From an optimization exercise on the open Yosys and OpenROAD flow, aimed at small area and a short achievable clock period; shortcuts taken in it are not production practice.
No functional check of the RTL was part of any run shown here.
Power is estimated from default activity; no workload was simulated.

## config.mk

```make
export PLATFORM = sky130hd
export DESIGN_NAME = cpu
export DESIGN_NICKNAME = cpu
export VERILOG_FILES = /design/flow/design.v
export SDC_FILE = /design/flow/constraint.sdc
export NUM_CORES = 4
export LEC_CHECK = 0
export CAP_MARGIN = 20
export CORE_MARGIN = 2
export CORE_UTILIZATION = 55
export SETUP_SLACK_MARGIN = 3.8
export SLEW_MARGIN = 20
```

## constraint.sdc

```tcl
create_clock -name core_clock -period 8.0 [get_ports {clk}]
set_input_delay 1.6000 -clock core_clock [delete_from_list [all_inputs] [get_ports {clk}]]
set_output_delay 1.6000 -clock core_clock [all_outputs]
set_load 0.01 [all_outputs]
```

## design.v

```verilog
module cpu(
input [15:0] instruction,
input [15:0] memIn,
input reset,
input clk,
output [15:0] memOut,
output reg writeM,
output [15:0] memAddress,
output reg [15:0] pc);
reg [15:0] regA;
reg        aInR;
reg [15:0] regD;
reg [15:0] R;       
wire [15:0] A = aInR ? R : regA;
assign memOut = R;
assign memAddress = regA;
wire isC = instruction[15];
wire [6:0] comp = instruction[12:6];
wire a  = comp[6];
wire zx = comp[5];
wire nx = comp[4];
wire zy = comp[3];
wire ny = comp[2];
wire f  = comp[1];
wire no = comp[0];
reg valid;
always @* begin
    case (comp)
        7'b0101010, 7'b0111111, 7'b0111010, 7'b0001100, 7'b0110000, 7'b1110000,
        7'b0001101, 7'b0110001, 7'b1110001, 7'b0001111, 7'b0110011, 7'b1110011,
        7'b0011111, 7'b0110111, 7'b1110111, 7'b0001110, 7'b0110010, 7'b1110010,
        7'b0000010, 7'b1000010, 7'b0010011, 7'b1010011, 7'b0000111, 7'b1000111,
        7'b0000000, 7'b1000000, 7'b0010101, 7'b1010101: valid = 1'b1;
        default: valid = 1'b0;
    endcase
end
wire vC = (valid & isC) | reset;    
wire nxo = nx ^ no;
wire nyo = ny ^ no;
wire [15:0] x = (regD & {16{~zx}}) ^ {16{nxo}};
wire [15:0] y = a ? (memIn ^ {16{nyo}}) : ((A & {16{~zy}}) ^ {16{nyo}});
wire [15:0] p = x ^ y;
wire [15:0] h = x & y;
wire fr = f & ~reset;
wire [15:0] g = h & {16{fr}};   
wire cin = fr & no;
wire [15:0] gg = {g[14:0], cin};
wire [15:0] pp = {p[14:0], 1'b0};
wire [15:0] G1, P1, G2, P2, G3, P3, C;
genvar i;
generate
    for (i = 0; i < 16; i = i + 1) begin : pf
        if (i >= 1) begin
            assign G1[i] = gg[i] | (pp[i] & gg[i-1]);
            assign P1[i] = pp[i] & pp[i-1];
        end else begin
            assign G1[i] = gg[i];
            assign P1[i] = pp[i];
        end
        if (i >= 2) begin
            assign G2[i] = G1[i] | (P1[i] & G1[i-2]);
            assign P2[i] = P1[i] & P1[i-2];
        end else begin
            assign G2[i] = G1[i];
            assign P2[i] = P1[i];
        end
        if (i >= 4) begin
            assign G3[i] = G2[i] | (P2[i] & G2[i-4]);
            assign P3[i] = P2[i] & P2[i-4];
        end else begin
            assign G3[i] = G2[i];
            assign P3[i] = P2[i];
        end
        if (i >= 8) begin
            assign C[i] = G3[i] | (P3[i] & G3[i-8]);
        end else begin
            assign C[i] = G3[i];
        end
    end
endgenerate
wire fo = (f | no) & ~reset;
wire nf = ~f & ~reset;
wire [15:0] q = (p & {16{fo}}) | (h & {16{nf}});
wire [15:0] r = vC ? (q ^ C) : R;
wire s = C[15] ? (vC ? ~q[15] : R[15]) : (vC ? q[15] : R[15]);
wire [15:0] t = x | y;
wire zA = &(p ~^ {t[14:0], cin});
wire zr = vC ? (f ? zA : ~|q) : ~|R;
wire [2:0] j = instruction[2:0];
wire jmp = isC & ((j[2] & s) | (j[1] & zr) | (j[0] & ~s & ~zr));
always @(posedge clk) begin
    R <= r;
    if (reset || (isC && instruction[4])) regD <= r;
    if (reset) begin
        aInR <= 1'b1;       
        pc <= 16'd0;
        writeM <= 1'b0;
    end else begin
        aInR <= isC & instruction[5];
        pc <= jmp ? A : pc + 16'd1;
        writeM <= isC & instruction[3];
    end
    regA <= isC ? A : {1'b0, instruction[14:0]};
end
endmodule
```

## flow/run.sh

```bash
#!/bin/bash
# Layout flow: the standard flow (standard.sh) with these changes:
#  - ports are buffered with the cell named in flow/port_buf.txt
#    (default sky130_fd_sc_hd__buf_2) instead of the delay buffers that
#    buffer_ports picks by default; every port still gets its buffer;
#  - clock tree synthesis runs with the arguments in flow/cts_args.txt
#    (default: ORFS's, without dummy loads);
#  - if flow/abc.script exists, the standard synthesis maps the logic with
#    that ABC script instead of ORFS's abc_speed.script, and if
#    flow/no_adder_map exists it leaves adders to ABC instead of mapping
#    them to the library's half and full adder cells. Nothing else in the
#    synthesis changes, so the registers are the standard synthesis's.
# Every tool's output goes to ORFS's logs under orfs/logs; make's own output
# goes to flow.log here.
set -euo pipefail
here=$(pwd)
cp standard.sh standard_sh.log
extra=""
if [[ -f flow/no_adder_map ]]; then extra="ADDER_MAP_FILE="; fi
if [[ -f flow/abc.script ]]; then
  cp flow/abc.script "$here/my_abc.script"
  {
    head -n 1 synth_recipe.tcl
    cat <<'EOT'
proc abc {args} {
  set i [lsearch -exact $args -script]
  if { $i >= 0 } { lset args [expr {$i + 1}] $::env(FLOW_ABC_SCRIPT) }
  yosys abc {*}$args
}
EOT
    tail -n +2 synth_recipe.tcl
  } > "$here/my_synth.tcl"
  export FLOW_ABC_SCRIPT="$here/my_abc.script"
  sed -e "s#SYNTH_SCRIPT=[^ ]*#SYNTH_SCRIPT=$here/my_synth.tcl $extra#" standard.sh > my_standard.sh
else
  sed -e "s#SYNTH_SCRIPT=\([^ ]*\)#SYNTH_SCRIPT=\1 $extra#" standard.sh > my_standard.sh
fi
portbuf=sky130_fd_sc_hd__buf_2
if [[ -f flow/port_buf.txt ]]; then portbuf=$(cat flow/port_buf.txt); fi
export BUFFER_PORTS_ARGS="-buffer_cell $portbuf"
if [[ -f flow/cts_args.txt ]]; then
  export CTS_ARGS="$(cat flow/cts_args.txt)"
else
  export CTS_ARGS="-sink_clustering_enable -repair_clock_nets -dont_use_dummy_load"
fi
bash my_standard.sh > flow.log 2>&1
```

## flow/abc.script

```
strash
dch
map -B 0.9
topo
stime -c
buffer -c
upsize -c
dnsize -c
```

## flow/cts_args.txt

```
-sink_clustering_enable -repair_clock_nets -dont_use_dummy_load -sink_clustering_size 24 -sink_clustering_max_diameter 80 -buf_list {sky130_fd_sc_hd__clkbuf_4 sky130_fd_sc_hd__clkbuf_8}
```

## flow/no_adder_map

```
```

## flow/port_buf.txt

```
sky130_fd_sc_hd__buf_1
```

## standard.sh

```bash
#!/bin/bash
# synth_recipe.tcl (not shown) runs the flow's synth.tcl, then flattens the netlist and writes it again
# the make line also repeats each setting of config.mk as NAME=value (left out here)
make -C /OpenROAD-flow-scripts/flow DESIGN_CONFIG=/design/flow/config.mk WORK_HOME=/design/flow/orfs CLKGATE_MAP_FILE= SYNTH_SCRIPT=/design/flow/synth_recipe.tcl "${@:-finish}"
```

==> summary.txt, run 1 <==
Crit Path Category in -> reg; Leak 3.01 nW; Initial Utilization 56.7%; Ys Warns 1; largest net degree at the start of global routing 29; GRT Total Usage 32.6%; Final Cycle Share 50.9%; worst skew pair latency ~0.35 ns; Seq/Total Area, Yosys 28.4%; vias in the first global route 5222; Nets 989; Site Rows 35; Final setup viols 0; Detailed Place HPWL 12300 um; Arrival @ worst endpoint between 4 and 5 ns; #FFs+latches synth 66; Die Width 101 um; Pint 0.000698 W; leading cell type in the layout, fill and taps excluded nand2_1; most frequent cells in the layout nand2_1, nand3_1, nor2_1; Die Ht about 100 um; syn_nets 895; status timing/DRC/antenna clean; final cell count without fillers 1064; GPL Wtd Cong slightly below 1; Max Cap Viol 0; top_reg_cell synth dfxtp_1; # DRC 0; Slew HR around 58%; Mean Syn Cell Area 6.05 um2; post-layout min period 4.07 ns; Net Sw Frac 44.2%; Clock Power Share 17.7%; via/cell ratio approximately 5.6; DR pass1 iterations 5; Routed Antenna Nets 0; CTS tree built; Hold Fails Final Rpt 0; placed instance count 1028; Synth Instances 861; initial antenna violation count 0; Crit. End Element flop; clock sink count 66; HP Class reg -> reg; Clock Tree Buf Depth 2; Slew @ Worst Pin 0.630 ns; Slew Limit Fails 0; CP required slightly above 8 ns; Post-synth EDFFs 16; share of layout cells above drive strength 1 10.5%; sequential power share 37.8%; final setup TNS 0 ns; 1st-iter DRT viols 556; Root Driver clkbuf_8; combinational power share 44.5%; H-tree Lvls 3; hold_buf cts 0; VDD IR-drop max 0.135 mV; area grow syn2layout 13.9%; Core Area 9200 um2; total grt overflow 0; CP Launch Type primary input; Achievable Freq 0.246 GHz; PD cells 211 nW/um2; Clock Skews 0.0154 ns; crit path max fanout 8; WL final between 15000 and 20000 um; CTS Buf Count 9; Synth Cell Area 5210 um2; ANT cells 0; post-synth cell types 39; I/O Buffers 82; DR vias between 5000 and 6000; switching power 0.000552 W; first-pass GRT wire length approximately 26000 um; Synth async-reset ratio 0%; setup repair after global routing missed its margin false; # IOs 83; Die ar. 10300 um2; drt wl/cell 16.1 um; clock-pin slew on the worst setup and hold paths approximately 0.070 ns
path summary, 6_finish.rpt:
path,startpoint,to,slack (ns),cells after the start
hold / removal,regA[15]$_SDFF_PN0_,regA[15]$_SDFF_PN0_,0.50,2
hold reg to reg,regA[15]$_SDFF_PN0_,regA[15]$_SDFF_PN0_,0.50,2
setup reg to reg,aInR$_SDFF_PP1_,pc[6]$_SDFF_PP0_,4.62,23
setup / recovery,instruction[8],pc[6]$_SDFF_PP0_,3.93,24
worst max-delay path: stages:
cell and delay, ns:
buf_1 0.13, inv_1 0.16, nand2_2 0.17, nand2_8 0.16, buf_4 0.17, nand3_1 0.08
nand3b_1 0.17, nand2_1 0.14, nor2_1 0.13, nand2_1 0.06, nand2_1 0.13, nand2_1 0.10
nand2_2 0.11, nand2_1 0.11, nand2_1 0.09, nand2_1 0.06, nand2_2 0.10, nor2_2 0.05
nand2_2 0.07, nand3_4 0.17, buf_4 0.20, nand3_1 0.06, nand2_1 0.05, nor2_1 0.08
flip-flops by register name, summed over array words and instances (netlist names):
name and cells:
writeM 1, pc 16, aInR 1, regA 16, regD 16, R 16
stage by stage:
step                      setup slack (ns)  util, %  hold slack (ns)  area, um2  power (W)
after global routing                  3.77     64.6            0.521       5940    0.00133
after global placement                2.96     59.7            0.484       5490   0.000981
after floorplan                       4.22        -            0.505       5210   0.000845
after detailed placement              2.91     59.7            0.492       5490   0.000990
after CTS                             3.81     62.2            0.503       5720    0.00122
final                                 3.93     64.6            0.499       5940    0.00125
synthesized netlist by cell type, types with 11 or more instances:
| cell type | count | share of area, % |
|---|---|---|
| a21oi_1 | 22 | 2.1 |
| buf_2 | 11 | 1.1 |
| dfxtp_1 | 50 | 19 |
| edfxtp_1 | 16 | 9.2 |
| inv_1 | 83 | 6.0 |
| nand2_1 | 323 | 23 |
| nand2_2 | 12 | 1.4 |
| nand3_1 | 99 | 9.5 |
| nand3_2 | 15 | 2.9 |
| nand4_1 | 13 | 1.6 |
| nor2_1 | 89 | 6.4 |
| o21ai_0 | 38 | 3.6 |
| xnor2_1 | 13 | 2.2 |
| xor2_1 | 12 | 2.0 |
cell type report:
class	instances	area, um2
clock buffers	9	124
fillers	924	3260
inverters	88	357
multi-input cells	682	3320
flip-flops and latches	66	1480
well taps	111	139
repair buffers	107	508
repair inverters	1	5.00
per-layer routing:
| layer | wire length [um] | GRT usage [%] | vias to the layer above |
|---|---|---|---|
| met5 | 0 | 0 | - |
| met1 | 7660 | 45.2 | 2686 |
| met3 | 1410 | 5.31 | 39 |
| met4 | 389 | 9.46 | 0 |
| met2 | 7640 | 52.5 | 280 |
| li1 | - | - | 2942 |
power by group through the flow:
stage               combinational (W)  sequential (W)  clock (W)
floorplan                    0.000363        0.000482          0
global placement             0.000506        0.000475          0
detailed placement           0.000513        0.000478          0
CTS                          0.000523        0.000470   0.000224
global route                 0.000619        0.000478   0.000236
finish                       0.000557        0.000472   0.000221
timing repair:
item / 4_1_cts / 5_1_grt
gates resized for setup: 18 / 16
buffers inserted: 5 / 18
pin swaps: 1 / 6
gates cloned: 2 / 2
endpoints found under the setup margin: 25 / 25
kinds of logic after synthesis:
logic type | after synthesis | synth area share (%)
buf+inv | 116 | 9.77
flops | 66 | 28.4
simple gates | 576 | 48.8
xor+xnor | 28 | 5.14
compound gates | 75 | 7.85
==> inputs of run 2 (changes only) <==
--- a/design.v
+++ b/design.v
@@ -36,13 +36,15 @@
 end
 wire vC = (valid & isC) | reset;    
-wire nxo = nx ^ no;
-wire nyo = ny ^ no;
-wire [15:0] x = (regD & {16{~zx}}) ^ {16{nxo}};
-wire [15:0] y = a ? (memIn ^ {16{nyo}}) : ((A & {16{~zy}}) ^ {16{nyo}});
+wire nxo = (nx ^ no) & ~reset;
+wire nyo = (ny ^ no) & ~reset;
+wire kx = ~zx & ~reset;
+wire ky = ~zy & ~reset;
+wire aM = a & ~reset;
+wire [15:0] x = (regD & {16{kx}}) ^ {16{nxo}};
+wire [15:0] y = aM ? (memIn ^ {16{nyo}}) : ((A & {16{ky}}) ^ {16{nyo}});
 wire [15:0] p = x ^ y;
 wire [15:0] h = x & y;
-wire fr = f & ~reset;
-wire [15:0] g = h & {16{fr}};   
-wire cin = fr & no;
+wire [15:0] g = h & {16{f}};    
+wire cin = f & no & ~reset;
 wire [15:0] gg = {g[14:0], cin};
 wire [15:0] pp = {p[14:0], 1'b0};
@@ -51,5 +53,5 @@
 generate
     for (i = 0; i < 16; i = i + 1) begin : pf
-        if (i >= 1) begin
+        if (i % 2 == 1) begin
             assign G1[i] = gg[i] | (pp[i] & gg[i-1]);
             assign P1[i] = pp[i] & pp[i-1];
@@ -58,14 +60,14 @@
             assign P1[i] = pp[i];
         end
-        if (i >= 2) begin
-            assign G2[i] = G1[i] | (P1[i] & G1[i-2]);
-            assign P2[i] = P1[i] & P1[i-2];
+        if (i % 4 >= 2) begin
+            assign G2[i] = G1[i] | (P1[i] & G1[i - i % 4 + 1]);
+            assign P2[i] = P1[i] & P1[i - i % 4 + 1];
         end else begin
             assign G2[i] = G1[i];
             assign P2[i] = P1[i];
         end
-        if (i >= 4) begin
-            assign G3[i] = G2[i] | (P2[i] & G2[i-4]);
-            assign P3[i] = P2[i] & P2[i-4];
+        if (i % 8 >= 4) begin
+            assign G3[i] = G2[i] | (P2[i] & G2[i - i % 8 + 3]);
+            assign P3[i] = P2[i] & P2[i - i % 8 + 3];
         end else begin
             assign G3[i] = G2[i];
@@ -73,5 +75,5 @@
         end
         if (i >= 8) begin
-            assign C[i] = G3[i] | (P3[i] & G3[i-8]);
+            assign C[i] = G3[i] | (P3[i] & G3[7]);
         end else begin
             assign C[i] = G3[i];
@@ -79,7 +81,6 @@
     end
 endgenerate
-wire fo = (f | no) & ~reset;
-wire nf = ~f & ~reset;
-wire [15:0] q = (p & {16{fo}}) | (h & {16{nf}});
+wire fo = f | no;
+wire [15:0] q = (p & {16{fo}}) | (h & {16{~f}});
 wire [15:0] r = vC ? (q ^ C) : R;
 wire s = C[15] ? (vC ? ~q[15] : R[15]) : (vC ? q[15] : R[15]);
@@ -88,5 +89,9 @@
 wire zr = vC ? (f ? zA : ~|q) : ~|R;
 wire [2:0] j = instruction[2:0];
-wire jmp = isC & ((j[2] & s) | (j[1] & zr) | (j[0] & ~s & ~zr));
+wire jmp1 = isC & (j[2] | (j[1] & zr));
+wire jmp0 = isC & ((j[1] & zr) | (j[0] & ~zr));
+wire [15:0] pc1 = pc + 16'd1;
+wire [15:0] pcn1 = reset ? 16'd0 : jmp1 ? A : pc1;
+wire [15:0] pcn0 = reset ? 16'd0 : jmp0 ? A : pc1;
 always @(posedge clk) begin
     R <= r;
@@ -94,11 +99,10 @@
     if (reset) begin
         aInR <= 1'b1;       
-        pc <= 16'd0;
         writeM <= 1'b0;
     end else begin
         aInR <= isC & instruction[5];
-        pc <= jmp ? A : pc + 16'd1;
         writeM <= isC & instruction[3];
     end
+    pc <= s ? pcn1 : pcn0;
     regA <= isC ? A : {1'b0, instruction[14:0]};
 end
==> run 2 against run 1 <==
Net effect: still clean; global-route usage down 0.77 points; cell count up 8.0%; die area up 5.3%; total power up 2.3%; sequential share of layout area down 3.0 points; register-to-register slack better by 0.06 ns; synthesized cell count up 5.8%; critical path depth unchanged; critical endpoint is now pc[2]$_DFF_P_.
==> summary.txt, run 2 <==
Ys Warns 1 (unchanged); Nets 1052 (+6.4%); Hold Fails Final Rpt 0 (unchanged); post-layout min period 4.08 ns (+0.00878 ns); #FFs+latches synth 66 (unchanged); buffers plus inverters on the worst setup path 6 (+2); Post-synth EDFFs 16 (unchanged); Slew @ Worst Pin 0.921 ns (+0.290 ns); area grow syn2layout 22.6%; via/cell ratio 5.69 (+1.9%); Synth Cell Area 5500 um2 (+5.5%); worst flop-to-flop path startpoint aInR$_SDFF_PP1_; Post-synth top cells nand2_1, nand3_1, nor2_1; CTS Buf Count 9 (unchanged); syn_nets 945 (+5.6%); Slowest-stage cell, CP nor2_4; Slew Limit Fails 0 (unchanged); crit-path most repeated cell nand2_1; I/O Buffers 82 (unchanged); # DRC 0 (unchanged); crit path cell chain buf_4 -> buf_12 -> inv_12 -> nand2_2 -> nor2_4 -> buf_8 -> nand2_2 -> nand2_1 -> nand2_1 -> nand3_2 -> nand2_1 -> inv_1 -> nand2_1 -> nand2_1 -> nand4_1 -> nor2_1 -> nand3_1 -> nand3_4 -> nand3_4 -> buf_4 -> nand2_4 -> nand2_1 -> nand4_1 -> nand2_1; CP peak stage delay 0.24 ns (+0.04 ns); Synth top area share 24.4% (+1.1 points); Crit. End Element flop; Max Cap Viol 0 (unchanged); Root Driver clkbuf_8; WL final 18900 um (+11%); vias in the first global route 5668 (+8.5%); clock sink count 66 (unchanged); worst skew pair latency 0.35 ns (about the same); setup repair after global routing missed its margin false; CP Launch Type primary input; Seq/Total Area, Yosys 26.9% (-1.5 points); clock-pin slew on the worst setup and hold paths 0.07 ns (about the same); Die ar. 10800 um2 (+5.3%); Hold Path Depth 2 (unchanged); Routed Antenna Nets 0 (unchanged); worst hold slack 0.526 ns (+0.0268 ns); share of layout cells above drive strength 1 18.0% (+7.5 points); PD cells 190 nW/um2 (-9.9%); Final Cycle Share 51.0% (+0.11 points); Die Ht 104 um (+2.6%); VDD IR-drop max 0.135 mV (+0.34%); Core Area 9730 um2 (+5.8%); Die Width 104 um (+2.6%); Reg2Reg Setup Slack 4.68 ns (+0.06 ns); Slew HR 38.6% (-19 points); HP Class reg -> reg; Detailed Place HPWL 13000 um (+6.3%); Crit Path Category in -> reg; Final setup viols 0 (unchanged); total grt overflow 0 (unchanged); first-pass GRT wire length 27600 um (+6.1%); leading cell type in the layout, fill and taps excluded nand2_1; most frequent cells in the layout nand2_1, nand3_1, buf_1; DR vias 6542 (+10%); H-tree Lvls 3 (unchanged); Site Rows 36 (+2.9%); Initial Utilization 56.5% (-0.16 points); Arrival @ worst endpoint 4.33 ns (-0.02 ns); Mean Syn Cell Area 6.03 um2 (-0.29%); status timing/DRC/antenna clean; GPL Wtd Cong 0.952 (-1.2%); Clock Skews 0.0230 ns (+0.00753 ns); GRT Total Usage 31.8% (-0.77 points); CP required 8.25 ns (-0.03 ns); Synth Instances 911 (+5.8%); top-count cell post-synth nand2_1; delay-heaviest family, CP simple AND/OR/NAND/NOR gates; area leader, netlist nand2_1; Clock Tree Buf Depth 2 (unchanged); Leak 3.45 nW (+15%); top_reg_cell synth dfxtp_1; crit path max fanout 8 (unchanged); ANT cells 0 (unchanged); largest net degree at the start of global routing 32 (+10%); Achievable Freq 0.245 GHz (-0.22%); initial antenna violation count 0 (unchanged); RR Endpoint pc[2]$_DFF_P_; drt wl/cell 16.5 um (+2.5%); final setup TNS 0 ns (unchanged); Synth async-reset ratio 0% (unchanged); hold_buf cts 0 (unchanged); post-synth cell types 40 (+2.6%); # IOs 83 (unchanged); hold path startpoint R[13]$_DFF_P_; R2R cell count 20 (-13%); Worst Hold End R[13]$_DFF_P_; 1st-iter DRT viols 492 (-12%); largest cells by area after synthesis nand2_1, dfxtp_1, nand3_1, edfxtp_1, nor2_1; DR pass1 iterations 8 (+3); CTS tree built
## run 2: changes by cell type in the layout (fill, tap and decap cells not counted), moves of 6 or more
cell | previous run | this run
inv_1 | 80 | 67
nand2_4 | 3 | 11
nand4_1 | 13 | 25
nand3_4 | 1 | 8
a21oi_1 | 22 | 43
nor2_1 | 88 | 73
o21ai_0 | 37 | 21
nand2_2 | 14 | 45
nand3_1 | 98 | 91
nand3_2 | 16 | 22
buf_4 | 24 | 30
## run 2: layout make-up
class / instances / area [um2]
inverters: 78 / 314
well taps: 133 / 166
fillers: 898 / 2990
multi-input cells: 737 / 3880
repair buffers: 124 / 756
flip-flops and latches: 66 / 1480
clock buffers: 9 / 124
repair inverters: 2 / 17.5
## run 2: worst register-to-register path: cells and delay by family (launching register included)
| family | cells | cell delay, ns |
|---|---|---|
| compound gates | 1 | 0.32 |
| simple gates | 16 | 1.67 |
| flops | 1 | 0.69 |
| buf+inv | 3 | 0.55 |
## run 2: cell families (layout without fill, tap and decap cells)
family | after synthesis | after routing | share of synthesized area, %
and+or+nand+nor | 620 | 624 | 50.4
buffers and inverters | 112 | 213 | 9.31
AOI/OAI and AO/OA | 85 | 85 | 8.63
DFF | 66 | 66 | 26.9
xor gates and xnor gates | 28 | 28 | 4.73
## run 2: worst max-delay path by stage
stage / start / to / slack (ns) / cells past startpoint
finish: reset / pc[2]$_DFF_P_ / 3.92 / 24
global route: reset / pc[15]$_DFF_P_ / 3.77 / 24
CTS: reset / regD[9]$_DFFE_PP_ / 3.80 / 20
detailed placement: reset / regD[9]$_DFFE_PP_ / 2.81 / 17
global placement: reset / regD[9]$_DFFE_PP_ / 2.88 / 16
floorplan: instruction[6] / regD[10]$_DFFE_PP_ / 4.23 / 17
## run 2: what timing repair did
item | CTS | global route
pin swaps | 3 | 29
buffers inserted | 9 | 28
setup endpoints to repair | 40 | 31
gates cloned | 1 | 7
resized for setup | 10 | 101
## run 2: where the power goes
| group | switching [W] | internal, W | leakage [nW] |
|---|---|---|---|
| clock network | 0.000112 | 0.000100 | 0.0647 |
| registers | 0.0000635 | 0.000418 | 0.582 |
| logic | 0.000386 | 0.000198 | 2.80 |
## run 2: stage by stage
stage	util (%)	cell area, um2	setup slack (ns)	power, W	std cells
2_1_floorplan	-	5500	4.23	0.000838	911
3_3_place_gp	59.4	5780	2.88	0.000970	1095
3_5_place_dp	59.4	5780	2.81	0.000978	1095
4_1_cts	62.1	6040	3.80	0.00120	1114
5_1_grt	69.3	6740	3.77	0.00136	1149
6_report	69.3	6740	3.92	0.00128	1149
## run 2: metal layers
layer | track usage (%) | part of all wire [%]
met5 | 0 | 0
met4 | 12.2 | 3.1
met3 | 5.70 | 7.9
met2 | 53.2 | 48
met1 | 40.9 | 41

[re-timing with driven ports]
In the flow no input, the clock included, has a driving cell. The finished layouts below were timed again as built, in two steps.
Step 1: set_driving_cell puts a clkbuf_16 on clk and a buf_2 on each other input, an assumption about the parent block.
Step 2 times the ports against the registers' clock, not the clock port: input delays grow and output delays shrink by t, the midpoint of the rising clock arrivals with the driver on.
Slacks: ideal ports / drivers / drivers and shift; pairs: ideal ports / drivers.
run	t, ns	setup WS [ns]	worst setup path at the end	pins driven straight from the clock port
run 1	0.373	3.928 / 3.944 / 3.570	input to register	1
run 2	0.380	3.920 / 3.933 / 3.554	input to register	1
After both steps setup and hold are still met in every run listed. For run 2, which loses most, drivers alone change the setup slack by +0.013 ns; drivers and shift together by -0.366 ns.
